This design comes from an exercise in tuning for small area on the open sky130 flow, not from production work. In this exercise RTL edits were held to simulation tests only and were not proved equivalent to the original. No activity file was given, so power comes from the tool's default toggle rates.

`config.mk`:
```
export PLATFORM = sky130hd
export DESIGN_NAME = reflet_periph16
export DESIGN_NICKNAME = reflet_periph16
export VERILOG_FILES = /design/flow/design.v
export SDC_FILE = /design/flow/constraint.sdc
export NUM_CORES = 4
export LEC_CHECK = 0
export CAP_MARGIN = 20
export CORE_MARGIN = 2
export CORE_UTILIZATION = 40
export SLEW_MARGIN = 20
```
`constraint.sdc`:
```
create_clock -name core_clock -period 10.0 [get_ports {clk}]
set_input_delay 2.0000 -clock core_clock [delete_from_list [all_inputs] [get_ports {clk}]]
set_output_delay 2.0000 -clock core_clock [all_outputs]
set_load 0.01 [all_outputs]
```
`design.v`:
```
module reflet_sr_latch #(
    parameter default_value = 1'b0
    )(
    input clk,
    input reset,
    input set,
    output reg out
    );
    always @ (posedge clk)
        if(reset)
            out <= 0;
        else
            if(set)
                out <= 1;
endmodule
module reflet_short (
    input clk,
    input reset,
    input in,
    output out
    );
    reg mem1, mem2;
    always @ (posedge clk)
        if(!reset)
        begin
            mem1 <= 0;
            mem2 <= 0;
        end
        else
        begin
            mem1 <= in;
            mem2 <= mem1;
        end
    assign out = mem1 & !mem2;
endmodule
module reflet_rw_register #(
    parameter addr_size = 16,
    reg_addr = 0,
    default_value = 0
    )(
    input clk,
    input reset,
    input enable,
    input [addr_size-1:0] addr,
    input write_en,
    input [7:0] data_in,
    output [7:0] data_out,
    output reg [7:0] data
    );
    wire wr_en = enable && write_en && reg_addr == addr;
    wire read_en = enable && reg_addr == addr;
    always @ (posedge clk)
        if(!reset)
        begin
            data <= default_value;
        end
        else
        begin
            if(wr_en)
                data <= data_in;
        end
    assign data_out = ( read_en ? data : 0 );
endmodule
module reflet_rwe_register #(
    parameter addr_size = 16,
    reg_addr = 0,
    default_value = 0
    )(
    input clk,
    input reset,
    input enable,
    input [addr_size-1:0] addr,
    input write_en,
    input [7:0] data_in,
    output [7:0] data_out,
    input [7:0] data_override,
    input override,
    output reg [7:0] data
    );
    wire wr_en = enable && write_en && reg_addr == addr;
    wire read_en = enable && reg_addr == addr;
    always @ (posedge clk)
        if(!reset)
        begin
            data <= default_value;
        end
        else
        begin
            if(override)
                data <= data_override;
            else
            begin
                if(wr_en)
                    data <= data_in;
            end
        end
    assign data_out = ( read_en ? data : 0 );
endmodule
module reflet_ro_register #(
    parameter addr_size = 16,
    reg_addr = 0
    )(
    input enable,
    input [addr_size-1:0] addr,
    output [7:0] data_out,
    input [7:0] data
    );
    wire read_en = enable && reg_addr == addr;
    assign data_out = ( read_en ? data : 0 );
endmodule
module reflet_counter #(
    parameter size = 32
    )(
    input clk,
    input reset,
    input enable,
    input [size-1:0] max,
    output out
    );
    reg [size-1:0] counter;
    reg reached_max;
    reg reached_max_ark;
    always @ (posedge clk)
        if(!reset)
        begin
            counter <= 0;
            reached_max <= 0;    
            reached_max_ark <= 0;
        end
        else
        begin 
            if(enable)  
            begin
                if(counter == max - 1)
                begin
                    counter <= 0;
                    reached_max <= 1;
                end
                else
                begin
                    counter <= counter + 1;
                    reached_max <= 0;
                end
            end
            reached_max_ark <= reached_max;
        end
        assign out = ( max == 0 ? 0 :
                        ( max == 1 ? enable :
                           reached_max & !reached_max_ark));
endmodule
module reflet_hardware_info #(
    parameter wordsize = 16,
    base_addr_size = 16,
    base_addr = 16'hFF00,
    enable_interrupt_mux = 1,
    enable_gpio = 1,
    enable_timer = 1,
    enable_timer2 = 1,
    enable_uart = 1,
    enable_pwm = 1,
    enable_segments = 1,
    enable_power_manager = 1,
    enable_synth = 1,
    enable_ext_io = 1,
    clk_freq=1000000
    )(
    input enable,
    input [base_addr_size-1:0] addr,
    output [7:0] data_out
    );
    wire using_hwi = enable && addr >= base_addr && addr < base_addr + 4;
    wire [1:0] offset = addr - base_addr;
    localparam integer clk_freq_MHz = clk_freq/1000000;
    wire [7:0] clk_freq_lsb = clk_freq_MHz & 32'h000000FF;
    wire [7:0] clk_freq_msb = (clk_freq_MHz & 32'h0000FF00) >> 8;
    wire [2:0] wordsize_info = ( wordsize == 8 ? 1 :
                               ( wordsize == 16 ? 2 : 
                               ( wordsize == 32 ? 3 :
                               ( wordsize == 64 ? 4 :
                               ( wordsize == 128 ? 5 :
                               0)))));
    wire [7:0] dout_clk1;
    wire [7:0] dout_clk2;
    wire [7:0] dout_info1;
    wire [7:0] dout_info2;
    assign data_out = dout_clk1 | dout_clk2 | dout_info1 | dout_info2;
    reflet_ro_register #(.addr_size(2), .reg_addr(0)) reg_clk_lsb (
       .enable(using_hwi),
       .addr(offset),
       .data_out(dout_clk1),
       .data(clk_freq_lsb));
   reflet_ro_register #(.addr_size(2), .reg_addr(1)) reg_clk_msb (
       .enable(using_hwi),
       .addr(offset),
       .data_out(dout_clk2),
       .data(clk_freq_msb));
   reflet_ro_register #(.addr_size(2), .reg_addr(2)) reg_info1 (
       .enable(using_hwi),
       .addr(offset),
       .data_out(dout_info1),
       .data({|enable_uart, |enable_timer2, |enable_timer, |enable_gpio, |enable_interrupt_mux, wordsize_info }));
   reflet_ro_register #(.addr_size(2), .reg_addr(3)) reg_info2 (
       .enable(using_hwi),
       .addr(offset),
       .data_out(dout_info2),
       .data({3'h0, |enable_ext_io, |enable_synth, |enable_power_manager, |enable_segments, |enable_pwm}));
endmodule
module reflet_interrupt_mux #(
    parameter base_addr_size = 16,
    base_addr = 16'hFF04
    )(
    input clk,
    input reset,
    input enable,
    input [base_addr_size-1:0] addr,
    input write_en,
    input [7:0] data_in,
    output [7:0] data_out,
    output [3:0] cpu_int,
    input gpio_int_in,
    input uart_int_in,
    input timer_int_in,
    input timer_2_int_in
    );
    wire using_interrupt_mux = enable && addr >= base_addr && addr < base_addr + 4;
    wire [1:0] offset = addr - base_addr;
    wire gpio_int, uart_int, timer_int, timer_2_int;
    wire gpio_int_en;
    wire [1:0] gpio_int_level;
    wire [3:0] gpio_int_interrupt_mux;
    reflet_int_mapper gpio_mapper(.enable(gpio_int_en & gpio_int), .level(gpio_int_level), .out(gpio_int_interrupt_mux));
    wire uart_int_en;
    wire [1:0] uart_int_level;
    wire [3:0] uart_int_interrupt_mux;
    reflet_int_mapper uart_mapper(.enable(uart_int_en & uart_int), .level(uart_int_level), .out(uart_int_interrupt_mux));
    wire timer_int_en;
    wire [1:0] timer_int_level;
    wire [3:0] timer_int_interrupt_mux;
    reflet_int_mapper timer_mapper(.enable(timer_int_en & timer_int), .level(timer_int_level), .out(timer_int_interrupt_mux));
    wire [1:0] timer_2_int_level;
    wire [3:0] timer_2_int_interrupt_mux;
    wire timer_2_int_en;
    reflet_int_mapper timer_2_mapper(.enable(timer_2_int_en & timer_2_int), .level(timer_2_int_level), .out(timer_2_int_interrupt_mux));
    assign cpu_int = gpio_int_interrupt_mux | uart_int_interrupt_mux | timer_int_interrupt_mux | timer_2_int_interrupt_mux;
    wire [7:0] int_list = {4'h0, timer_2_int_in & timer_2_int_en, timer_int_in & timer_int_en, uart_int_in & uart_int_en, gpio_int_in & gpio_int_en};
    wire int_updating = |int_list;
    wire [7:0] status_register;
    assign gpio_int = status_register[0];
    assign uart_int = status_register[1];
    assign timer_int = status_register[2];
    assign timer_2_int = status_register[3];
    wire [7:0] dout_enable;
    wire [7:0] dout_level;
    wire [7:0] dout_reserved;
    wire [7:0] dout_status;
    wire [7:0] int_en;
    wire [7:0] int_level;
    assign data_out = dout_enable | dout_status | dout_reserved | dout_level;
    reflet_rw_register #(.addr_size(2), .reg_addr(0), .default_value(0)) reg_en(
        .clk(clk),
        .reset(reset),
        .enable(using_interrupt_mux),
        .addr(offset),
        .write_en(write_en),
        .data_in(data_in[7:0]),
        .data_out(dout_enable),
        .data(int_en));
    reflet_rw_register #(.addr_size(2), .reg_addr(1), .default_value(0)) reg_level(
        .clk(clk),
        .reset(reset),
        .enable(using_interrupt_mux),
        .addr(offset),
        .write_en(write_en),
        .data_in(data_in[7:0]),
        .data_out(dout_level),
        .data(int_level));
    reflet_ro_register #(.addr_size(2), .reg_addr(2)) reg_reserved (
        .enable(using_interrupt_mux),
        .addr(offset),
        .data_out(dout_reserved),
        .data(8'h0));
    reflet_rwe_register #(.addr_size(2), .reg_addr(3), .default_value(0)) reg_status(
        .clk(clk),
        .reset(reset),
        .enable(using_interrupt_mux),
        .addr(offset),
        .write_en(write_en),
        .data_in(data_in[7:0]),
        .data_out(dout_status),
        .data(status_register),
        .data_override(status_register | int_list),
        .override(int_updating));
    assign gpio_int_en = int_en[0];
    assign gpio_int_level = int_level[1:0];
    assign uart_int_en = int_en[1];
    assign uart_int_level = int_level[3:2];
    assign timer_int_en = int_en[2];
    assign timer_int_level = int_level[5:4];
    assign timer_2_int_en = int_en[3];
    assign timer_2_int_level = int_level[7:6];
endmodule
module reflet_int_mapper(
    input enable,
    input [1:0] level,
    output [3:0] out
    );
    wire [3:0] map = ( level == 0 ? 4'b0001 :
                ( level == 1 ? 4'b0010 :
                 ( level == 2 ? 4'b0100 :
                  4'b1000 )));
    assign out = ( enable ? map : 4'b0000 );
endmodule
module reflet_gpio #(
    parameter base_addr_size = 16,
    base_addr = 16'hFF08
    )(
    input clk,
    input reset,
    input enable,
    output interrupt,
    input [base_addr_size-1:0] addr,
    input write_en,
    input [7:0] data_in,
    output [7:0] data_out,
    input [15:0] gpi,
    output [15:0] gpo
    );
    wire using_gpio = enable && addr >= base_addr && addr < base_addr + 8;
    wire [2:0] offset = addr - base_addr;
    wire [15:0] intmap_rising;
    wire [15:0] intmap_falling;
    reg [15:0] prev_gpi;
    wire [15:0] rising_edge_gpi = gpi & ~prev_gpi;
    wire [15:0] falling_edge_gpi = ~gpi & prev_gpi;
    assign interrupt = |(rising_edge_gpi & intmap_rising) | |(falling_edge_gpi & intmap_falling);
    always @ (posedge clk)
        if(!reset)
            prev_gpi <= 0;
        else
            prev_gpi <= gpi;
    wire [7:0] dout_gpo1;
    wire [7:0] dout_gpo2;
    wire [7:0] dout_gpi1;
    wire [7:0] dout_gpi2;
    wire [7:0] dout_intmap_r1;
    wire [7:0] dout_intmap_r2;
    wire [7:0] dout_intmap_f1;
    wire [7:0] dout_intmap_f2;
    reflet_rw_register #(.addr_size(3), .reg_addr(0), .default_value(0)) reg_pgo1(
        .clk(clk),
        .reset(reset),
        .enable(using_gpio),
        .addr(offset),
        .write_en(write_en),
        .data_in(data_in[7:0]),
        .data_out(dout_gpo1),
        .data(gpo[7:0]));
    reflet_rw_register #(.addr_size(3), .reg_addr(1), .default_value(0)) reg_pgo2(
        .clk(clk),
        .reset(reset),
        .enable(using_gpio),
        .addr(offset),
        .write_en(write_en),
        .data_in(data_in[7:0]),
        .data_out(dout_gpo2),
        .data(gpo[15:8]));
    reflet_ro_register #(.addr_size(3), .reg_addr(2)) reg_pgi1(
        .enable(using_gpio),
        .addr(offset),
        .data_out(dout_gpi1),
        .data(gpi[7:0]));
    reflet_ro_register #(.addr_size(3), .reg_addr(3)) reg_pgi2(
        .enable(using_gpio),
        .addr(offset),
        .data_out(dout_gpi2),
        .data(gpi[15:8]));
    reflet_rw_register #(.addr_size(3), .reg_addr(4), .default_value(0)) reg_intmap_r1(
        .clk(clk),
        .reset(reset),
        .enable(using_gpio),
        .addr(offset),
        .write_en(write_en),
        .data_in(data_in[7:0]),
        .data_out(dout_intmap_r1),
        .data(intmap_rising[7:0]));
    reflet_rw_register #(.addr_size(3), .reg_addr(5), .default_value(0)) reg_intmap_r2(
        .clk(clk),
        .reset(reset),
        .enable(using_gpio),
        .addr(offset),
        .write_en(write_en),
        .data_in(data_in[7:0]),
        .data_out(dout_intmap_r2),
        .data(intmap_rising[15:8]));
    reflet_rw_register #(.addr_size(3), .reg_addr(6), .default_value(0)) reg_intmap_f1(
        .clk(clk),
        .reset(reset),
        .enable(using_gpio),
        .addr(offset),
        .write_en(write_en),
        .data_in(data_in[7:0]),
        .data_out(dout_intmap_f1),
        .data(intmap_falling[7:0]));
    reflet_rw_register #(.addr_size(3), .reg_addr(7), .default_value(0)) reg_intmap_f2(
        .clk(clk),
        .reset(reset),
        .enable(using_gpio),
        .addr(offset),
        .write_en(write_en),
        .data_in(data_in[7:0]),
        .data_out(dout_intmap_f2),
        .data(intmap_falling[15:8]));
    assign data_out = dout_gpi1 | dout_gpi2 | dout_gpo1 | dout_gpo2 | dout_intmap_r1 | dout_intmap_r2 | dout_intmap_f1 | dout_intmap_f2;
endmodule
module reflet_timer #(
    parameter base_addr_size = 16,
    base_addr = 16'hFF10
    )(
    input clk,
    input reset,
    input enable,
    output interrupt,
    input [base_addr_size-1:0] addr,
    input write_en,
    input [7:0] data_in,
    output [7:0] data_out
    );
    wire using_timer = enable && addr >= base_addr && addr < base_addr + 3;
    wire [1:0] offset = addr - base_addr;
    wire [7:0] dout_pre1;
    wire [7:0] dout_pre2;
    wire [7:0] dout_mcnt;
    assign data_out = dout_mcnt | dout_pre1 | dout_pre2;
    wire [7:0] pre1;
    wire [7:0] pre2;
    wire [7:0] mcnt;
    reflet_rw_register #(.addr_size(2), .reg_addr(0), .default_value(0)) reg_pre1(
        .clk(clk),
        .reset(reset),
        .enable(using_timer),
        .addr(offset),
        .write_en(write_en),
        .data_in(data_in),
        .data_out(dout_pre1),
        .data(pre1));
    reflet_rw_register #(.addr_size(2), .reg_addr(1), .default_value(0)) reg_pre2(
        .clk(clk),
        .reset(reset),
        .enable(using_timer),
        .addr(offset),
        .write_en(write_en),
        .data_in(data_in),
        .data_out(dout_pre2),
        .data(pre2));
    reflet_rw_register #(.addr_size(2), .reg_addr(2), .default_value(0)) reg_mcnt(
        .clk(clk),
        .reset(reset),
        .enable(using_timer),
        .addr(offset),
        .write_en(write_en),
        .data_in(data_in),
        .data_out(dout_mcnt),
        .data(mcnt));
    wire timer_active = mcnt != 8'h0;
    wire [8:0] pre1_max = pre1+1;
    wire [8:0] pre2_max = pre2+1;
    wire [7:0] mcnt_max = mcnt;
    wire pre1_out, pre2_out;
    reflet_counter #(.size(9)) pre1_cnt(
        .clk(clk),
        .reset(reset & timer_active),
        .enable(1'b1),
        .max(pre1_max),
        .out(pre1_out));
    reflet_counter #(.size(9)) pre2_cnt(
        .clk(clk),
        .reset(reset & timer_active),
        .enable(pre1_out),
        .max(pre2_max),
        .out(pre2_out));
    reflet_counter #(.size(8)) mcnt_cnt(
        .clk(clk),
        .reset(reset & timer_active),
        .enable(pre2_out),
        .max(mcnt_max),
        .out(interrupt));
endmodule
module reflet_timer_2 #(
    parameter base_addr_size = 16,
    base_addr = 16'hFF13
    )(
    input clk,
    input reset,
    input enable,
    output interrupt,
    input [base_addr_size-1:0] addr,
    input write_en,
    input [7:0] data_in,
    output [7:0] data_out,
    input timer_input
    );
    wire using_timer = enable && addr >= base_addr && addr < base_addr + 3;
    wire [1:0] offset = addr - base_addr;
    wire [7:0] dout_pre1;
    wire [7:0] dout_pre2;
    wire [7:0] dout_mcnt;
    assign data_out = dout_mcnt | dout_pre1 | dout_pre2;
    wire using_external_input;
    wire [6:0] pre1;
    wire [7:0] pre2;
    wire [7:0] mcnt;
    reflet_rw_register #(.addr_size(2), .reg_addr(0), .default_value(0)) reg_pre1(
        .clk(clk),
        .reset(reset),
        .enable(using_timer),
        .addr(offset),
        .write_en(write_en),
        .data_in(data_in),
        .data_out(dout_pre1),
        .data({pre1, using_external_input}));
    reflet_rw_register #(.addr_size(2), .reg_addr(1), .default_value(0)) reg_pre2(
        .clk(clk),
        .reset(reset),
        .enable(using_timer),
        .addr(offset),
        .write_en(write_en),
        .data_in(data_in),
        .data_out(dout_pre2),
        .data(pre2));
    reflet_rw_register #(.addr_size(2), .reg_addr(2), .default_value(0)) reg_mcnt(
        .clk(clk),
        .reset(reset),
        .enable(using_timer),
        .addr(offset),
        .write_en(write_en),
        .data_in(data_in),
        .data_out(dout_mcnt),
        .data(mcnt));
    wire timer_active = mcnt != 8'h0;
    wire [7:0] pre1_max = pre1+1;
    wire [8:0] pre2_max = pre2+1;
    wire [7:0] mcnt_max = mcnt;
    wire pre1_out, pre2_out;
    reflet_counter #(.size(8)) pre1_cnt(
        .clk(clk),
        .reset(reset & timer_active),
        .enable(using_external_input ? timer_input : 1'b1),
        .max(pre1_max),
        .out(pre1_out));
    reflet_counter #(.size(9)) pre2_cnt(
        .clk(clk),
        .reset(reset & timer_active),
        .enable(pre1_out),
        .max(pre2_max),
        .out(pre2_out));
    reflet_counter #(.size(8)) mcnt_cnt(
        .clk(clk),
        .reset(reset & timer_active),
        .enable(pre2_out),
        .max(mcnt_max),
        .out(interrupt));
endmodule
module reflet_uart #(
    parameter base_addr_size = 16,
    base_addr = 16'hFF16,
    clk_freq = 1000000
    )(
    input clk,
    input reset,
    input enable,
    output interrupt,
    input [base_addr_size-1:0] addr,
    input write_en,
    input [7:0] data_in,
    output [7:0] data_out,
    input rx,
    output tx
    );
    wire using_uart = enable && addr >= base_addr && addr < base_addr + 4;
    wire [1:0] offset = addr - base_addr;
    wire receive_done, end_transmit;
    wire [7:0] dout_tx_cmd;
    wire [7:0] dout_tx_data;
    wire [7:0] dout_rx_cmd;
    wire [7:0] dout_rx_data;
    wire [7:0] tx_cmd;
    wire [7:0] tx_data;
    wire [7:0] rx_cmd;
    wire [7:0] rx_data;
    reflet_rw_register #(.addr_size(2), .reg_addr(0), .default_value(1)) reg_tx_cmd(
        .clk(clk),
        .reset(reset & !end_transmit),
        .enable(using_uart),
        .addr(offset),
        .write_en(write_en),
        .data_in(data_in[7:0]),
        .data_out(dout_tx_cmd),
        .data(tx_cmd));
    reflet_rw_register #(.addr_size(2), .reg_addr(1), .default_value(0)) reg_tx_data(
        .clk(clk),
        .reset(reset),
        .enable(using_uart),
        .addr(offset),
        .write_en(write_en),
        .data_in(data_in[7:0]),
        .data_out(dout_tx_data),
        .data(tx_data));
    reflet_rwe_register #(.addr_size(2), .reg_addr(2), .default_value(1)) reg_rx_cmd(
        .clk(clk),
        .reset(reset),
        .enable(using_uart),
        .data_override(8'h0),
        .override(receive_done),
        .addr(offset),
        .write_en(write_en),
        .data_in(data_in[7:0]),
        .data_out(dout_rx_cmd),
        .data(rx_cmd));
    reflet_ro_register #(.addr_size(2), .reg_addr(3)) reg_rx_data(
        .enable(using_uart),
        .addr(offset),
        .data_out(dout_rx_data),
        .data(rx_data));
    assign data_out = dout_rx_cmd | dout_tx_cmd | dout_rx_data | dout_tx_data;
    reflet_uart_uart #(.clk_freq(clk_freq)) uart(
        .clk(clk),
        .reset(reset),
        .rx(rx),
        .tx(tx),
        .data_tx(tx_data),
        .data_rx(rx_data),
        .receive_done(receive_done),
        .start_transmit(!(|tx_cmd)),
        .end_transmit(end_transmit));
    reg save_receive;
    assign interrupt = receive_done & !save_receive;
    always @ (posedge clk)
        if(!reset)
            save_receive <= 0;
        else
            save_receive <= receive_done;
endmodule
module reflet_uart_uart #(
    parameter clk_freq = 1000000,
    baud_rate = 9600 
    )(
    input clk,
    input reset,
    input rx,
    output tx,
    input [7:0] data_tx,           
    output [7:0] data_rx,          
    output receive_done,           
    input start_transmit,          
    output end_transmit            
    );
    localparam integer mult = clk_freq / (baud_rate * 4);
    wire uart_en;
    reflet_counter #(.size(32)) uart_counter (
        .clk(clk), 
        .reset(reset), 
        .enable(1'b1), 
        .max(mult), 
        .out(uart_en));
    wire start_transmit_latched, end_transmit_long, receive_done_long;
    reflet_sr_latch tx_cmd_latch (  
        .clk(clk),
        .reset(!reset | end_transmit),
        .set(start_transmit),
        .out(start_transmit_latched));
    reflet_short end_tx_shortening (  
        .clk(clk),
        .reset(reset),
        .in(end_transmit_long),
        .out(end_transmit));
    reflet_short receive_done_shortening (
        .clk(clk),
        .reset(reset),
        .in(receive_done_long),
        .out(receive_done));
    reflet_uart_tx transmit (
        .clk(clk),
        .enable(uart_en),
        .reset(reset),
        .tx(tx),
        .data_tx(data_tx),
        .start_transmit(start_transmit_latched),
        .end_transmit(end_transmit_long));
    reflet_uart_rx receive (
        .clk(clk),
        .enable(uart_en),
        .reset(reset),
        .rx(rx),
        .data_rx(data_rx),
        .receive_done(receive_done_long));
endmodule
module reflet_uart_tx(
    input clk,
    input enable,  
    input reset,
    output tx,
    input [7:0] data_tx,
    input start_transmit,
    output end_transmit
    );
    reg [4:0] tx_count;
    reg tx_buzy;
    reg tx_r;
    assign tx = tx_r;
    assign end_transmit = tx_count > 7;
    reg [1:0] tx_sync;  
    always @(posedge clk)
        if(!reset)
        begin
            tx_count <= 0;
            tx_buzy <= 0;
            tx_r <= 1;
            tx_sync <= 0;
        end
        else if(enable)
        begin
            if(tx_sync == 0)
            begin
                if(tx_buzy)
                begin
                    if(tx_count > 7)  
                    begin
                        tx_r <= 1;
                        tx_count <= 0;
                        tx_buzy <= 0;
                    end    
                    else  
                    begin
                        tx_r <= data_tx[tx_count];
                        tx_count <= tx_count + 1;
                    end
                end
                else 
                    if(start_transmit)
                    begin
                        tx_buzy <= 1;
                        tx_r <= 0;  
                    end
                    else  
                        tx_r <= 1;
            end
            tx_sync <= tx_sync + 1;
        end
endmodule    
module reflet_uart_rx(
    input clk,
    input enable,  
    input reset,
    input rx,
    output reg [7:0] data_rx,
    output receive_done
    );
    reg [4:0] rx_count;
    reg rx_buzy;
    reg receive_done_r;
    reg [7:0] data_rx_r;
    assign receive_done = receive_done_r;
    reg [1:0] rx_sync;
    reg rx_sync_pass;  
    always @ (posedge clk)
        if(!reset)
        begin
            rx_buzy <= 0;
            rx_count <= 0;
            data_rx_r <= 0;
            receive_done_r <= 0;
            data_rx <= 0;
            rx_sync_pass <= 0;
            rx_sync <= 1;  
        end
        else if(enable)
        begin
            if(rx_buzy)
            begin
                if(rx_sync == 0)
                begin
                    if(rx_count < 8)  
                        data_rx_r[rx_count] <= rx;
                    else
                    begin  
                        receive_done_r <= 1;
                        rx_buzy <= 0;
                        data_rx <= data_rx_r;
                    end    
                    rx_count <= rx_count + 1;
                end
                rx_sync <= rx_sync + 1;
            end
            else
                if(rx)  
                    receive_done_r <= 0;
                else  
                begin
                    if(rx_sync_pass)
                    begin
                        receive_done_r <= 0;
                        rx_count <= 0;
                        rx_buzy <= 1;
                        rx_sync_pass <= 0;
                    end
                    else
                        rx_sync_pass <= 1;
                end
        end
endmodule
module reflet_pwm #(
    parameter base_addr_size = 16,
    base_addr= 16'hFF1A
    )(
    input clk,
    input reset,
    input enable,
    input [base_addr_size-1:0] addr,
    input [7:0] data_in,
    output [7:0] data_out,
    input write_en,
    output out
    );
    wire using_pwm = enable && addr >= base_addr && addr < base_addr + 2;
    wire offset = addr - base_addr;
    wire [7:0] dout_freq;
    wire [7:0] dout_duty;
    wire [7:0] freq;
    wire [7:0] duty;
    assign data_out = dout_duty | dout_freq;
    reflet_rw_register #(.addr_size(1), .reg_addr(0), .default_value(0)) reg_freq (
        .clk(clk),
        .reset(reset),
        .enable(using_pwm),
        .addr(offset),
        .write_en(write_en),
        .data_in(data_in),
        .data_out(dout_freq),
        .data(freq));
    reflet_rw_register #(.addr_size(1), .reg_addr(1), .default_value(0)) reg_duty (
        .clk(clk),
        .reset(reset),
        .enable(using_pwm),
        .addr(offset),
        .write_en(write_en),
        .data_in(data_in),
        .data_out(dout_duty),
        .data(duty));
    reflet_pwm_pwm #(.size(8)) pwm (
        .clk(clk),
        .reset(reset),
        .enable(1'b1),
        .duty_cycle(duty),
        .max(freq),
        .out(out));
endmodule
module reflet_pwm_pwm #(
    parameter size = 8
    )(
    input clk,
    input reset,
    input enable,
    input [size-1:0] duty_cycle,
    input [size-1:0] max,
    output out
    );
    reg out_normal;
    reg enable_later;
    wire update;
    wire using_count_off = duty_cycle > 1 && duty_cycle < max;
    wire using_count_base = using_count_off | duty_cycle == 1;
    wire base_freq, switch_off;
    wire [size-1:0] duty_cycle_late = duty_cycle - 1;  
    reflet_counter #(.size(size)) count_base (
        .clk(clk),
        .reset(reset & !update),
        .enable(using_count_base & enable),
        .max(max),
        .out(base_freq));
    reflet_counter #(.size(size)) count_off (
        .clk(clk),
        .reset(reset & !update & !base_freq),  
        .enable(using_count_off & out_normal & enable),
        .max(duty_cycle_late),  
        .out(switch_off));
    always @ (posedge clk)
        if(!reset)
        begin
            out_normal <= 0;
            enable_later <= 0;
        end
        else
        begin
            enable_later <= enable;
            if (enable_later)
            begin
                if(base_freq | update)
                    out_normal <= 1;
                else if(switch_off)
                    out_normal <= 0;
            end
        end
    reg [2 * size - 1:0] old_values;
    always @ (posedge clk)
        old_values <= {max, duty_cycle};
    assign update = |(old_values ^ {max, duty_cycle});
    assign out = ( duty_cycle == 0 ? 0 :
                    ( duty_cycle == 1 ? base_freq :
                       ( duty_cycle >= max ? 1 :
                          out_normal)));
endmodule
module reflet_seven_segments #(
    parameter base_addr_size = 16,
    base_addr = 16'hFF1C
    )(
    input clk,
    input reset,
    input enable,
    input [base_addr_size-1:0] addr,
    input [7:0] data_in,
    output [7:0] data_out,
    input write_en,
    output [6:0] segments,
    output [3:0] selection,
    output dot,
    output colon
    );
    wire using_segment = enable && addr >= base_addr && addr < base_addr + 3;
    wire [1:0] offset = addr - base_addr;
    wire [7:0] dout_ctrl;
    wire [7:0] dout_num01;
    wire [7:0] dout_num23;
    wire [7:0] ctrl;
    wire [7:0] num01;
    wire [7:0] num23;
    assign data_out = dout_ctrl | dout_num01 | dout_num23;
    reflet_rw_register #(.addr_size(2), .reg_addr(0), .default_value(0)) reg_ctrl(
        .clk(clk),
        .reset(reset),
        .enable(using_segment),
        .addr(offset),
        .write_en(write_en),
        .data_in(data_in[7:0]),
        .data_out(dout_ctrl),
        .data(ctrl));
    reflet_rw_register #(.addr_size(2), .reg_addr(1), .default_value(0)) reg_num01(
        .clk(clk),
        .reset(reset),
        .enable(using_segment),
        .addr(offset),
        .write_en(write_en),
        .data_in(data_in[7:0]),
        .data_out(dout_num01),
        .data(num01));
    reflet_rw_register #(.addr_size(2), .reg_addr(2), .default_value(0)) reg_num23(
        .clk(clk),
        .reset(reset),
        .enable(using_segment),
        .addr(offset),
        .write_en(write_en),
        .data_in(data_in[7:0]),
        .data_out(dout_num23),
        .data(num23));
    reflet_7seg seg7 (
        .clk(clk),
        .reset(reset),
        .enable(ctrl[0]),
        .using_colon(ctrl[1]),
        .dots(ctrl[7:4]),
        .num0(num01[3:0]),
        .num1(num01[7:4]),
        .num2(num23[3:0]),
        .num3(num23[7:4]),
        .segments(segments),
        .selection(selection),
        .dot(dot),
        .colon(colon));
endmodule
module reflet_7seg (
    input clk,
    input reset,
    input enable,
    input using_colon,
    input [3:0] dots,
    input [3:0] num0,
    input [3:0] num1,
    input [3:0] num2,
    input [3:0] num3,
    output [6:0] segments,
    output [3:0] selection,
    output dot,
    output colon
    );
    wire [6:0] num_segments [3:0];
    reflet_number_to_segment seg0(num0, num_segments[0]);
    reflet_number_to_segment seg1(num1, num_segments[1]);
    reflet_number_to_segment seg2(num2, num_segments[2]);
    reflet_number_to_segment seg3(num3, num_segments[3]);
    reg [10:0] cnt_r;
    wire [1:0] cnt = cnt_r[10:9];
    always @ (posedge clk)
        if(!reset)
            cnt_r <= 0;
        else
            cnt_r <= cnt_r + 1;
    assign segments = num_segments[cnt];
    assign selection = 
        ( !enable  ? 4'b0000 :
        ( cnt == 0 ? 4'b0001 :
        ( cnt == 1 ? 4'b0010 :
        ( cnt == 2 ? 4'b0100 :
                 4'b1000))));
    assign colon = !using_colon;
    assign dot = !dots[cnt];
endmodule
module reflet_number_to_segment (
    input [3:0] number,
    output [6:0] segments
    );
    assign segments =
        ( number == 4'h0 ? 7'b1000000 :
        ( number == 4'h1 ? 7'b1111001 :
        ( number == 4'h2 ? 7'b0100100 :
        ( number == 4'h3 ? 7'b0110000 :
        ( number == 4'h4 ? 7'b0011001 :
        ( number == 4'h5 ? 7'b0010010 :
        ( number == 4'h6 ? 7'b0000010 :
        ( number == 4'h7 ? 7'b1111000 :
        ( number == 4'h8 ? 7'b0000000 :
        ( number == 4'h9 ? 7'b0010000 :
        ( number == 4'hA ? 7'b0001000 :
        ( number == 4'hB ? 7'b0000011 :
        ( number == 4'hC ? 7'b1000110 :
        ( number == 4'hD ? 7'b0100001 :
        ( number == 4'hE ? 7'b0000110 :
                   7'b0001110 )))))))))))))));
endmodule
module reflet_power_manager #(
    parameter base_addr_size = 16,
    base_addr = 16'hFF1F
    )(
    input clk,
    input reset,
    input enable,
    input [base_addr_size-1:0] addr,
    input write_en,
    input [7:0] data_in,
    output [7:0] data_out,
    input [3:0] cpu_interrupts,
    output cpu_enable
    );
    wire using_pm = enable && addr >= base_addr && addr < base_addr + 2;
    wire offset = addr - base_addr;
    wire [3:0] awakening_ints;
    wire int_detected = |{awakening_ints & cpu_interrupts};
    wire [7:0] power_value;
    wire pwm_out, using_lowpower, sleeping;
    reflet_pwm_pwm #(.size(9)) power_pwm(
        .clk(clk),
        .reset(reset),
        .enable(1'b1),
        .duty_cycle(power_value + 9'h1),
        .max(9'h100),
        .out(pwm_out));
    assign cpu_enable = (sleeping ? 0 : (using_lowpower ? pwm_out : 1));
    wire [7:0] dout_sleep;
    wire [7:0] dout_lowpower;
    wire [7:0] sleep_value;
    assign data_out = dout_sleep | dout_lowpower;
    reflet_rwe_register #(.addr_size(1), .reg_addr(0), .default_value(0)) sleep_reg (
        .clk(clk),
        .reset(reset),
        .enable(using_pm),
        .addr(offset),
        .write_en(write_en),
        .data_in(data_in),
        .data_out(dout_sleep),
        .data(sleep_value),
        .data_override({sleep_value[7:1], 1'b0}),
        .override(int_detected));
    reflet_rw_register #(.addr_size(1), .reg_addr(1), .default_value(8'hFF)) power_reg (
        .clk(clk),
        .reset(reset),
        .enable(using_pm),
        .addr(offset),
        .write_en(write_en),
        .data_in(data_in),
        .data_out(dout_lowpower),
        .data(power_value));
    assign using_lowpower = sleep_value[1];
    assign sleeping = sleep_value[0];
    assign awakening_ints = sleep_value[7:4];
endmodule    
module reflet_synth #(
    parameter base_addr_size = 16,
    base_addr = 16'hFF21,
    clk_freq = 1000000
    )(
    input clk,
    input reset,
    input enable,
    input [base_addr_size-1:0] addr,
    input write_en,
    input [7:0] data_in,
    output [7:0] data_out,
    output synth_out
    );
    wire using_synth = enable && addr == base_addr;
    wire [1:0] shape;
    wire [5:0] tone;
    reflet_rw_register #(.addr_size(1), .reg_addr(0), .default_value(0)) register (
        .clk(clk),
        .reset(reset),
        .enable(using_synth),
        .addr(1'b0),
        .write_en(write_en),
        .data_in(data_in),
        .data_out(data_out),
        .data({shape, tone}));
    reflet_synth_generator #(.clk_freq(clk_freq)) synth (
        .clk(clk),
        .reset(reset),
        .shape(shape),
        .tone(tone),
        .out(synth_out));
endmodule
module reflet_synth_generator #(
    parameter clk_freq = 1000000
    )(
    input clk,
    input reset,
    input [1:0] shape,
    input [5:0] tone,
    output out
    );
    wire clk_1MHZ;
    localparam clk_freq_MHz = clk_freq / 1000000;
    wire[$clog2(clk_freq_MHz):0] _clk_freq_MHz = clk_freq_MHz;
    reflet_counter #(.size($clog2(clk_freq_MHz)+1)) mhz_gen (
        .clk(clk),
        .reset(reset),
        .enable(1'b1),
        .max(_clk_freq_MHz),
        .out(clk_1MHZ));
    wire [13:0] divisor;
    wire [13:0] duty = (shape == 2'b01 ? {3'b000, divisor[13:3]} :  
                          (shape == 2'b10 ? {2'b00, divisor[13:2]} :  
                              (shape == 2'b11 ? {1'b0, divisor[13:1]} :  
                                 0)));  
    reflet_synth_div_map map(
        .clk(clk),
        .select(tone),
        .out(divisor));
    reflet_pwm_pwm #(.size(14)) pwm (
        .clk(clk),
        .reset(reset),
        .enable(clk_1MHZ),
        .duty_cycle(duty),
        .max(divisor),
        .out(out));
endmodule
module reflet_synth_div_map (
    input clk,
    input [5:0] select,
    output [13:0] out
    );
    reg [13:0] divisor;
    assign out = divisor;
    always @ (posedge clk)
        case(select)
            00 : divisor <= 14431;  
            01 : divisor <= 13621;  
            02 : divisor <= 12856;  
            03 : divisor <= 12135;  
            04 : divisor <= 11454;  
            05 : divisor <= 10811;  
            06 : divisor <= 10204;  
            07 : divisor <= 9631;   
            08 : divisor <= 9091;   
            09 : divisor <= 8581;   
            10 : divisor <= 8099;   
            11 : divisor <= 7645;   
            12 : divisor <= 7215;   
            13 : divisor <= 6810;   
            14 : divisor <= 6428;   
            15 : divisor <= 6067;   
            16 : divisor <= 5727;   
            17 : divisor <= 5405;   
            18 : divisor <= 5102;   
            19 : divisor <= 4816;   
            20 : divisor <= 4545;   
            21 : divisor <= 4290;   
            22 : divisor <= 4050;   
            23 : divisor <= 3822;   
            24 : divisor <= 3608;   
            25 : divisor <= 3405;   
            26 : divisor <= 3214;   
            27 : divisor <= 3034;   
            28 : divisor <= 2863;   
            29 : divisor <= 2703;   
            30 : divisor <= 2551;   
            31 : divisor <= 2408;   
            32 : divisor <= 2273;   
            33 : divisor <= 2145;   
            34 : divisor <= 2025;   
            35 : divisor <= 1911;   
            36 : divisor <= 1804;   
            37 : divisor <= 1703;   
            38 : divisor <= 1607;   
            39 : divisor <= 1517;   
            40 : divisor <= 1432;   
            41 : divisor <= 1351;   
            42 : divisor <= 1276;   
            43 : divisor <= 1204;   
            44 : divisor <= 1136;   
            45 : divisor <= 1073;   
            46 : divisor <= 1012;   
            47 : divisor <= 956;    
            48 : divisor <= 902;    
            49 : divisor <= 851;    
            50 : divisor <= 804;    
            51 : divisor <= 758;    
            52 : divisor <= 716;    
            53 : divisor <= 676;    
            54 : divisor <= 638;    
            55 : divisor <= 602;    
            56 : divisor <= 568;    
            57 : divisor <= 536;    
            58 : divisor <= 506;    
            59 : divisor <= 478;    
            60 : divisor <= 451;    
            61 : divisor <= 426;    
            62 : divisor <= 402;    
            63 : divisor <= 379;    
        endcase
endmodule
module reflet_extended_io #(
    parameter base_addr_size = 16,
    base_addr = 16'hFF22,
    number_of_io = 128
    )(
    input clk,
    input reset,
    input enable,
    input [base_addr_size-1:0] addr,
    input write_en,
    input [7:0] data_in,
    output [7:0] data_out,
    input [number_of_io-1:0] gpi,
    output [number_of_io-1:0] gpo
    );
    wire using_extio = addr >= base_addr && addr < base_addr + 2 && enable;
    wire offset = addr - base_addr;
    wire [7:0] dout_addr;
    wire [7:0] dout_ctrl;
    wire [7:0] io_addr;
    wire [7:0] io_ctrl;
    wire gpi_read, gpo_read, gpo_write, edit_gpo, update_ctrl;
    assign data_out = dout_addr | dout_ctrl;
    reflet_rw_register #(.addr_size(1), .reg_addr(0), .default_value(0)) reg_addr (
        .clk(clk),
        .reset(reset),
        .enable(using_extio),
        .addr(offset),
        .write_en(write_en),
        .data_in(data_in),
        .data_out(dout_addr),
        .data(io_addr));
    reflet_rwe_register #(.addr_size(1), .reg_addr(1), .default_value(0)) reg_ctrl (
        .clk(clk),
        .reset(reset),
        .enable(using_extio),
        .addr(offset),
        .write_en(write_en),
        .data_in(data_in),
        .data_out(dout_ctrl),
        .data(io_ctrl),
        .data_override({5'h0, gpo_write, gpo_read, gpi_read}),
        .override(edit_gpo | update_ctrl));
    assign gpo_write = io_ctrl[2];
    assign edit_gpo = io_ctrl[3];
    reflet_addressable_io #(.number_of_io(number_of_io), .addr_size(8)) io (
        .clk(clk),
        .reset(reset),
        .addr(io_addr),
        .gpi_read(gpi_read),
        .gpo_read(gpo_read),
        .gpo_write(gpo_write),
        .edit_gpo(edit_gpo),
        .gpi(gpi),
        .gpo(gpo));
    reg [7:0] io_addr_old;
    wire update_addr = io_addr_old != io_addr;
    reg update_delay;  
    always @ (posedge clk)
        if(!reset)
        begin
            io_addr_old <= 7'h1;  
            update_delay <= 1;
        end
        else
        begin
            io_addr_old <= io_addr;
            update_delay <= edit_gpo;
        end
    assign update_ctrl = update_addr | update_delay;
endmodule
module reflet_addressable_io #(
    parameter number_of_io = 128,
    addr_size = 8
    )(
    input clk,
    input reset,
    input [addr_size-1:0] addr,
    output gpi_read,
    output gpo_read,
    input gpo_write,
    input edit_gpo,
    input [number_of_io-1:0] gpi,
    output reg [number_of_io-1:0] gpo
    );
    integer i;
    assign gpi_read = gpi[addr];
    assign gpo_read = gpo[addr];
    always @ (posedge clk)
        if(!reset)
            gpo <= 0;
        else
            if(edit_gpo)
                gpo[addr] <= gpo_write;
endmodule
module reflet_peripheral #(
    parameter wordsize = 16,
    base_addr_size = 16,
    base_addr = 16'hFF00,
    clk_freq = 1000000,
    mem_resetable = 0,
    enable_interrupt_mux = 1,
    enable_gpio = 1,
    enable_timer = 1,
    enable_timer2 = 1,
    enable_uart = 1,
    enable_pwm = 1,
    enable_segments = 1,
    enable_power_manager = 1,
    enable_synth = 1,
    enable_ext_io = 1,
    enable_vga = 1,
    ext_io_size = 128
    )(
    input clk,
    input reset,
    input enable,
    output [3:0] interrupt_request,
    output cpu_enable,
    input [base_addr_size-1:0] addr,
    input [7:0] data_in,
    output [7:0] data_out,
    input write_en,
    input [15:0] gpi,
    output [15:0] gpo,
    input rx,
    output tx,
    output pwm,
    output [6:0] segments,
    output [3:0] seg_select,
    output seg_dot,
    output seg_colon,
    output synth_out,
    input [ext_io_size-1:0] ext_io_in,
    output [ext_io_size-1:0] ext_io_out,
    output h_sync,
    output v_sync,
    output [1:0] R_out,
    output [1:0] G_out,
    output [1:0] B_out
    );
    wire [7:0] dout_hwi;
    wire [7:0] dout_interrupt_mux;
    wire [7:0] dout_gpio;
    wire [7:0] dout_timer;
    wire [7:0] dout_timer2;
    wire [7:0] dout_uart;
    wire [7:0] dout_pwm;
    wire [7:0] dout_segments;
    wire [7:0] dout_power;
    wire [7:0] dout_synth;
    wire [7:0] dout_extio;
    wire [7:0] dout_vga;
    assign data_out = dout_hwi | dout_interrupt_mux | dout_gpio | dout_timer | dout_timer2 | dout_uart | dout_pwm | dout_segments | dout_power | dout_synth | dout_extio | dout_vga;
    wire int_gpio, int_timer, int_uart, int_timer2;
    wire using_peripherals = enable && addr >= base_addr && addr < base_addr + (4 + 4 + 8 + 3 + 4 + 2 + 3 + 3 + 2 + 1 + 2 + 5);
    wire [($clog2((4 + 4 + 8 + 3 + 4 + 2 + 3 + 3 + 2 + 1 + 2 + 5)))-1:0] offset = addr - base_addr;
    reflet_hardware_info #(
        .wordsize(wordsize),
        .base_addr_size(($clog2((4 + 4 + 8 + 3 + 4 + 2 + 3 + 3 + 2 + 1 + 2 + 5)))), 
        .base_addr(0), 
        .clk_freq(clk_freq),
        .enable_interrupt_mux(enable_interrupt_mux),
        .enable_gpio(enable_gpio),
        .enable_timer(enable_timer),
        .enable_timer2(enable_timer2),
        .enable_uart(enable_uart),
        .enable_pwm(enable_pwm),
        .enable_segments(enable_segments),
        .enable_power_manager(enable_power_manager),
        .enable_synth(enable_synth),
        .enable_ext_io(enable_ext_io))
    hwi (
        .enable(using_peripherals),
        .addr(offset),
        .data_out(dout_hwi)); 
    generate
        if(enable_interrupt_mux)
            reflet_interrupt_mux #(.base_addr_size(($clog2((4 + 4 + 8 + 3 + 4 + 2 + 3 + 3 + 2 + 1 + 2 + 5)))), .base_addr((0   + 4))) interrupt_mux (
                .clk(clk),
                .reset(reset),
                .enable(using_peripherals),
                .addr(offset),
                .data_in(data_in[7:0]),
                .data_out(dout_interrupt_mux),
                .write_en(write_en),
                .cpu_int(interrupt_request),
                .gpio_int_in(int_gpio),
                .uart_int_in(int_uart),
                .timer_int_in(int_timer),
                .timer_2_int_in(int_timer2));
        else
        begin
            assign dout_interrupt_mux = 0;
            assign interrupt_request = 0;
        end
    endgenerate
    generate
        if(enable_gpio)
            reflet_gpio #(.base_addr_size(($clog2((4 + 4 + 8 + 3 + 4 + 2 + 3 + 3 + 2 + 1 + 2 + 5)))), .base_addr(((0   + 4)  + 4))) gpio (
                .clk(clk),
                .reset(reset),
                .enable(using_peripherals),
                .interrupt(int_gpio),
                .addr(offset),
                .data_in(data_in[7:0]),
                .data_out(dout_gpio),
                .write_en(write_en),
                .gpi(gpi),
                .gpo(gpo));
        else
        begin
            assign dout_gpio = 0;
            assign int_gpio = 0;
            assign gpo = 0;
        end
    endgenerate
    generate
        if(enable_timer)
            reflet_timer #(.base_addr_size(($clog2((4 + 4 + 8 + 3 + 4 + 2 + 3 + 3 + 2 + 1 + 2 + 5)))), .base_addr((((0   + 4)  + 4)  + 8))) timer (
                .clk(clk),
                .reset(reset),
                .enable(using_peripherals),
                .interrupt(int_timer),
                .addr(offset),
                .data_in(data_in[7:0]),
                .data_out(dout_timer),
                .write_en(write_en));
        else
        begin
            assign dout_timer = 0;
            assign int_timer = 0;
        end
    endgenerate
    generate
        if(enable_timer2)
            reflet_timer_2 #(.base_addr_size(($clog2((4 + 4 + 8 + 3 + 4 + 2 + 3 + 3 + 2 + 1 + 2 + 5)))), .base_addr(((((0   + 4)  + 4)  + 8) + 3))) timer2 (
                .clk(clk),
                .reset(reset),
                .enable(using_peripherals),
                .interrupt(int_timer2),
                .addr(offset),
                .data_in(data_in[7:0]),
                .data_out(dout_timer2),
                .write_en(write_en),
                .timer_input(int_timer));
        else
        begin
            assign dout_timer2 = 0;
            assign int_timer2 = 0;
        end
    endgenerate
    generate
        if(enable_uart)
            reflet_uart #(.base_addr_size(($clog2((4 + 4 + 8 + 3 + 4 + 2 + 3 + 3 + 2 + 1 + 2 + 5)))), .base_addr((((((0   + 4)  + 4)  + 8) + 3) + 3)), .clk_freq(clk_freq)) uart (
                .clk(clk),
                .reset(reset),
                .enable(using_peripherals),
                .interrupt(int_uart),
                .addr(offset),
                .data_in(data_in[7:0]),
                .data_out(dout_uart),
                .write_en(write_en),
                .rx(rx),
                .tx(tx));
        else
        begin
            assign dout_uart = 0;
            assign int_uart = 0;
        end
    endgenerate
    generate
        if(enable_pwm)
            reflet_pwm #(.base_addr_size(($clog2((4 + 4 + 8 + 3 + 4 + 2 + 3 + 3 + 2 + 1 + 2 + 5)))), .base_addr(((((((0   + 4)  + 4)  + 8) + 3) + 3)  + 4))) pwm_generator (
                .clk(clk),
                .reset(reset),
                .enable(using_peripherals),
                .addr(offset),
                .data_in(data_in[7:0]),
                .data_out(dout_pwm),
                .write_en(write_en),
                .out(pwm));
        else
        begin
            assign dout_pwm = 0;
            assign pwm = 0;
        end
    endgenerate
    generate
        if(enable_segments)
            reflet_seven_segments #(.base_addr_size(($clog2((4 + 4 + 8 + 3 + 4 + 2 + 3 + 3 + 2 + 1 + 2 + 5)))), .base_addr((((((((0   + 4)  + 4)  + 8) + 3) + 3)  + 4)   + 2))) seg7 (
                .clk(clk),
                .reset(reset),
                .enable(using_peripherals),
                .addr(offset),
                .data_in(data_in[7:0]),
                .data_out(dout_segments),
                .write_en(write_en),
                .segments(segments),
                .selection(seg_select),
                .dot(seg_dot),
                .colon(seg_colon));
        else
        begin
            assign segments = 0;
            assign seg_select = 0;
            assign seg_dot = 0;
            assign seg_colon = 0;
            assign dout_segments = 0;
        end
    endgenerate
    generate
        if(enable_power_manager)
            reflet_power_manager #(.base_addr_size(($clog2((4 + 4 + 8 + 3 + 4 + 2 + 3 + 3 + 2 + 1 + 2 + 5)))), .base_addr(((((((((0   + 4)  + 4)  + 8) + 3) + 3)  + 4)   + 2)   + 3))) power_manager (
                .clk(clk),
                .reset(reset),
                .enable(using_peripherals),
                .addr(offset),
                .data_in(data_in[7:0]),
                .data_out(dout_power),
                .write_en(write_en),
                .cpu_enable(cpu_enable),
                .cpu_interrupts(interrupt_request));
        else
        begin
            assign cpu_enable = 1;
            assign dout_power = 0;
        end
    endgenerate
    generate 
        if(enable_synth)
            reflet_synth #(.base_addr_size(($clog2((4 + 4 + 8 + 3 + 4 + 2 + 3 + 3 + 2 + 1 + 2 + 5)))), .base_addr((((((((((0   + 4)  + 4)  + 8) + 3) + 3)  + 4)   + 2)   + 3) + 2)), .clk_freq(clk_freq)) synth (
                .clk(clk),
                .reset(reset),
                .enable(using_peripherals),
                .addr(offset),
                .write_en(write_en),
                .data_in(data_in[7:0]),
                .data_out(dout_synth),
                .synth_out(synth_out));
        else
        begin
            assign synth_out = 0;
            assign dout_synth = 0;
        end
    endgenerate
    generate
        if(enable_ext_io)
            reflet_extended_io #(.base_addr_size(($clog2((4 + 4 + 8 + 3 + 4 + 2 + 3 + 3 + 2 + 1 + 2 + 5)))), .base_addr(((((((((((0   + 4)  + 4)  + 8) + 3) + 3)  + 4)   + 2)   + 3) + 2) + 1)), .number_of_io(ext_io_size)) ext_io (
                .clk(clk),
                .reset(reset),
                .enable(using_peripherals),
                .addr(offset),
                .data_in(data_in),
                .data_out(dout_extio),
                .write_en(write_en),
                .gpi(ext_io_in),
                .gpo(ext_io_out));
        else
        begin
            assign dout_extio = 0;
            assign ext_io_out = 0;
        end
    endgenerate
    assign h_sync   = 1'b0;
    assign v_sync   = 1'b0;
    assign R_out    = 2'b0;
    assign G_out    = 2'b0;
    assign B_out    = 2'b0;
    assign dout_vga = 8'b0;
endmodule
module reflet_periph16 (
    input clk,
    input reset,
    input enable,
    output [3:0] interrupt_request,
    output cpu_enable,
    input [14:0] addr,
    input [7:0] data_in,
    output [7:0] data_out,
    input write_en,
    input [15:0] gpi,
    output [15:0] gpo,
    input rx,
    output tx,
    output pwm,
    output [6:0] segments,
    output [3:0] seg_select,
    output seg_dot,
    output seg_colon,
    output synth_out,
    input [127:0] ext_io_in,
    output [127:0] ext_io_out
    );
    wire h_sync, v_sync;
    wire [1:0] R_out, G_out, B_out;
    reflet_peripheral #(
        .wordsize(16),
        .base_addr_size(15),
        .base_addr(15'h7F00),
        .clk_freq(1000000),
        .mem_resetable(0),
        .enable_interrupt_mux(1),
        .enable_gpio(1),
        .enable_timer(1),
        .enable_timer2(1),
        .enable_uart(1),
        .enable_pwm(1),
        .enable_segments(1),
        .enable_power_manager(1),
        .enable_synth(1),
        .enable_ext_io(1),
        .enable_vga(0),
        .ext_io_size(128))
    periph (
        .clk(clk),
        .reset(reset),
        .enable(enable),
        .interrupt_request(interrupt_request),
        .cpu_enable(cpu_enable),
        .addr(addr),
        .data_in(data_in),
        .data_out(data_out),
        .write_en(write_en),
        .gpi(gpi),
        .gpo(gpo),
        .rx(rx),
        .tx(tx),
        .pwm(pwm),
        .segments(segments),
        .seg_select(seg_select),
        .seg_dot(seg_dot),
        .seg_colon(seg_colon),
        .synth_out(synth_out),
        .ext_io_in(ext_io_in),
        .ext_io_out(ext_io_out),
        .h_sync(h_sync),
        .v_sync(v_sync),
        .R_out(R_out),
        .G_out(G_out),
        .B_out(B_out));
endmodule
```
`run.sh`:
```
#!/bin/bash
# synth_recipe.tcl (not shown) runs the flow's synth.tcl, then flattens the netlist and writes it again
# the make line also repeats each setting of config.mk as NAME=value (left out here)
make -C /OpenROAD-flow-scripts/flow DESIGN_CONFIG=/design/flow/config.mk WORK_HOME=/design/flow/orfs CLKGATE_MAP_FILE= SYNTH_SCRIPT=/design/flow/synth_recipe.tcl finish
```
==> results.py <==
metrics = {
    "hold_path": {
        "hold_path.class": "flip-flop to flip-flop",
    },
    "worst_setup_path": {
        "start_kind": "input port",
        "arrival_ns": 5.94,
        "worst-path-max-fanout": 24,
        "cp.required_ns": 8.00,
        "path_class": "input port to output pin",
        "cp-end-kind": "output pin",
    },
    "routing": {
        "drtPass1Iterations": 9,
        "wl_um": 131000,
        "route.detailed.drc": 0,
        "vias": 36100,
        "drtIter0Drc": 3632,
        "route.detailed.vias_per_inst": 5.79,
        "avgRoutedWirePerCell_um": 21.0,
        "detail-route-antenna-nets": 0,
    },
    "finish": {
        "syn2layout_area_growth_pct": 17.4,
        "final_common_cell": "dfxtp_1",
        "fin_nets": 5172,
        "drive_above_1_share_pct": 7.15,
        "final_cell_mix": "dfxtp_1 (666), nand2_1 (660), a21oi_1 (437), nor2_1 (415), clkdlybuf4s50_1 (334)",
        "fill_cells": 9201,
        "instances_no_fill": 6233,
    },
    "floorplanning": {
        "initial_core_util_pct": 40.3,
        "pin_count": 345,
        "fp.dieH_um": 313,
        "row_count": 113,
        "coreArea_mm2": 0.0949,
        "die_w_um": 313,
        "dieArea_mm2": 0.0981,
    },
    "clock_tree": {
        "clock_sinks": 670,
        "cts_tree": "done",
        "htreeDepth": 3,
        "clk_path_buf_depth": 3,
        "clkSlewWorstSetupHoldPaths_ns": 0.06,
        "cts_root_buf": "clkbuf_16",
        "ctsResizeCount": 0,
        "insertion_delay_ns": 0.66,
        "cts_setup_buffers": 0,
        "cts_buffers": 77,
        "cts_hold_buf": 0,
    },
    "sta": {
        "period_share_pct": 79.4,
        "fin_tns_setup_ns": 0,
        "relSlewSlack_pct": 27.1,
        "fmax_mhz": 126,
        "setup-violations-final": 0,
        "tightest_slew_ns": 1.09,
        "drv_slew": 0,
        "rsz0062_at_grt": "no",
        "hold_violations": 0,
        "min_period_ns": 7.94,
        "fin_skew_ns": 0.0331,
    },
    "synth": {
        "ys_types": 99,
        "syn-num-nets": 5019,
        "synth_warnings": 35,
        "yosys.area.top_type": "dfxtp_1",
        "syn_area_mm2": 0.0383,
        "ys_ff_latch": 670,
        "yosys-top-cells-area": "dfxtp_1 (35%), nand2_1 (6.5%), a21oi_1 (5.7%), mux4_2 (5.5%), xor2_1 (4.4%)",
        "async_flop_share_pct": 0,
        "yosysSeqAreaShare_pct": 35.1,
        "synth_edf_count": 0,
        "synth_top_flop_cell": "dfxtp_1",
        "avgSynthCellArea_um2": 8.04,
        "yosysTopAreaCellShare_pct": 35.1,
        "syn_inst": 4756,
    },
    "pwr": {
        "seqPwrFrac_pct": 47.1,
        "p_sw_share_pct": 23.0,
        "leakage_nw": 15.8,
        "clockPowerShare_pct": 49.4,
        "p_total_w": 0.00569,
        "p_int_w": 0.00439,
        "peakVddDrop_v": 0.000118,
        "pwr-share-comb_pct": 3.5,
        "netSwitchingPower_w": 0.00131,
        "p_per_area_mw_per_mm2": 127,
    },
    "placement": {
        "portBuffers": 344,
        "hpwl_um": 94000,
        "gp_congestion": 0.980,
        "dp.cells": 6095,
    },
    "global_routing": {
        "track_usage_pct": 25.8,
        "grt_max_degree": 189,
        "busiest_layer": "met2",
        "use_met1_pct": 34.9,
        "met3_usage_pct": 5.62,
        "grt_antenna_before_repair": 9,
        "grt_pass1_vias": 33400,
        "overflow": 0,
        "grt_pass1_wl_um": 201000,
        "use_met2_pct": 40.9,
    },
    "job": {
        "max_cap_viol_count": 0,
    },
    "run_status": {
        "status": "complete, no violations",
    },
}
## state kept, by name, summed over array words and instances, names as in the netlist, 9 cells and up, named ones only
name / flops
periph.genblk9.synth.synth.pwm.count_base.counter: 14
periph.genblk4.timer2.pre2_cnt.counter: 9
periph.genblk3.timer.pre2_cnt.counter: 9
periph.genblk9.synth.synth.pwm.old_values: 27
periph.genblk9.synth.synth.map.divisor: 14
periph.genblk2.gpio.prev_gpi: 16
periph.genblk5.uart.uart.uart_counter.counter: 32
periph.genblk8.power_manager.power_pwm.old_values: 9
periph.genblk7.seg7.seg7.cnt_r: 11
periph.genblk6.pwm_generator.pwm.old_values: 16
periph.genblk9.synth.synth.pwm.count_off.counter: 14
periph.genblk8.power_manager.power_pwm.count_base.counter: 9
periph.genblk10.ext_io.io.gpo: 128
periph.genblk3.timer.pre1_cnt.counter: 9
periph.genblk8.power_manager.power_pwm.count_off.counter: 9
## synth_stat cells, drive strengths merged (82+ instances only)
library cell	number
a21oi	437
clkbuf	275
dfxtp	670
ha	91
inv	113
mux2i	82
mux4	94
nand2	660
nand3	315
nand4	83
nor2	417
nor3	103
o21ai	244
xnor2	178
xor2	191
## final timing paths
| path | cells past startpoint | endpoint | slack, ns | start |
|---|---|---|---|---|
| worst max-delay path | 10 | data_out[6] | 2.06 | addr[0] |
| worst min-delay path | 0 | periph.genblk6.pwm_generator.pwm.old_values[9] | 0.40 | periph.genblk6.pwm_generator.reg_freq.data[1] |
| worst max register to register | 14 | flip-flop | 4.62 | periph.genblk9.synth.register.data[6] |
| worst min register to register | 0 | periph.genblk6.pwm_generator.pwm.old_values[9] | 0.40 | periph.genblk6.pwm_generator.reg_freq.data[1] |
## metrics by stage
| step | setup slack, ns | hold WS [ns] | cell area [µm²] | util (%) |
|---|---|---|---|---|
| floorplan | 3.87 | 0.326 | 38300 | - |
| global placement | 2.02 | 0.384 | 42400 | 44.7 |
| detailed placement | 2.04 | 0.388 | 42400 | 44.7 |
| CTS | 2.04 | 0.396 | 44900 | 47.3 |
| global route | 1.88 | 0.414 | 44900 | 47.4 |
| finish | 2.06 | 0.396 | 44900 | 47.4 |
## power groups by stage
| stage | logic (W) | clock network (W) | registers [W] |
|---|---|---|---|
| final | 0.000197 | 0.00281 | 0.00268 |
| after global routing | 0.000206 | 0.00297 | 0.00268 |
| after CTS | 0.000195 | 0.00286 | 0.00268 |
| after detailed placement | 0.000194 | 0 | 0.00274 |
| after global placement | 0.000193 | 0 | 0.00274 |
| after floorplan | 0.0000837 | 0 | 0.00274 |
## per-layer routing
metal / vias to the layer above / share of wire, %
met5: - / 0.079
met3: 259 / 8.1
li1: 17200 / -
met2: 1485 / 45
met4: 16 / 3.2
met1: 17200 / 43
## logic make-up after synthesis
kind of cell / share of synthesized area, %
DFF: 35.1
adders and majority gates: 2.98
muxes: 8.10
AOI/OAI and AO/OA: 16.4
buffers and inverters: 4.39
xor gates and xnor gates: 8.45
and+or+nand+nor: 24.6
## worst max-delay path, stage by stage
cell and delay [ns]:
clkdlybuf4s50_1 1.18, nand2b_1 0.37, nand2b_1 0.27, nor2_1 0.08, buf_4 0.21, a222oi_1 0.35, nand3_1 0.20, nor3_1 0.28
nand4_1 0.36, clkdlybuf4s50_1 0.60
## final cells by class
cell class | instances | area, µm² | share of cell area (%)
Antenna cell | 1 | 2.50 | 0.00557
Sequential cell | 670 | 13400 | 29.9
Inverter | 115 | 439 | 0.977
Timing Repair Buffer | 391 | 3770 | 8.39
Clock buffer | 115 | 2230 | 4.96
Clock inverter | 22 | 270 | 0.602
Multi-Input combinational cell | 3654 | 23200 | 51.7
Tap cell | 1265 | 1580 | 3.52

[what the ideal ports hide]
The flow's constraints put no driver on any port. The routed layout listed below was extracted and timed again, unchanged, in two steps. Step 1, drivers: a clkbuf_16 drives clk and a buf_2 each remaining input, both assumed. Step 2 moves the port delays by t, midway between the first and last clock arrival at a register: inputs arrive t later, outputs are due t later. That takes back most of the time a late clock gives input paths. a / b / c = ideal ports / drivers / drivers and shift; a / b = the first two.
t (ns): 0.720
setup slack, ns: 2.064 / 2.037 / 2.037
worst setup path after step 2: input to output
slew at the worst register clock pin (ns): 0.07 / 0.07
After both steps this run still meets setup and hold. For this run, drivers alone change the setup slack by -0.027 ns; drivers and shift together by -0.027 ns.
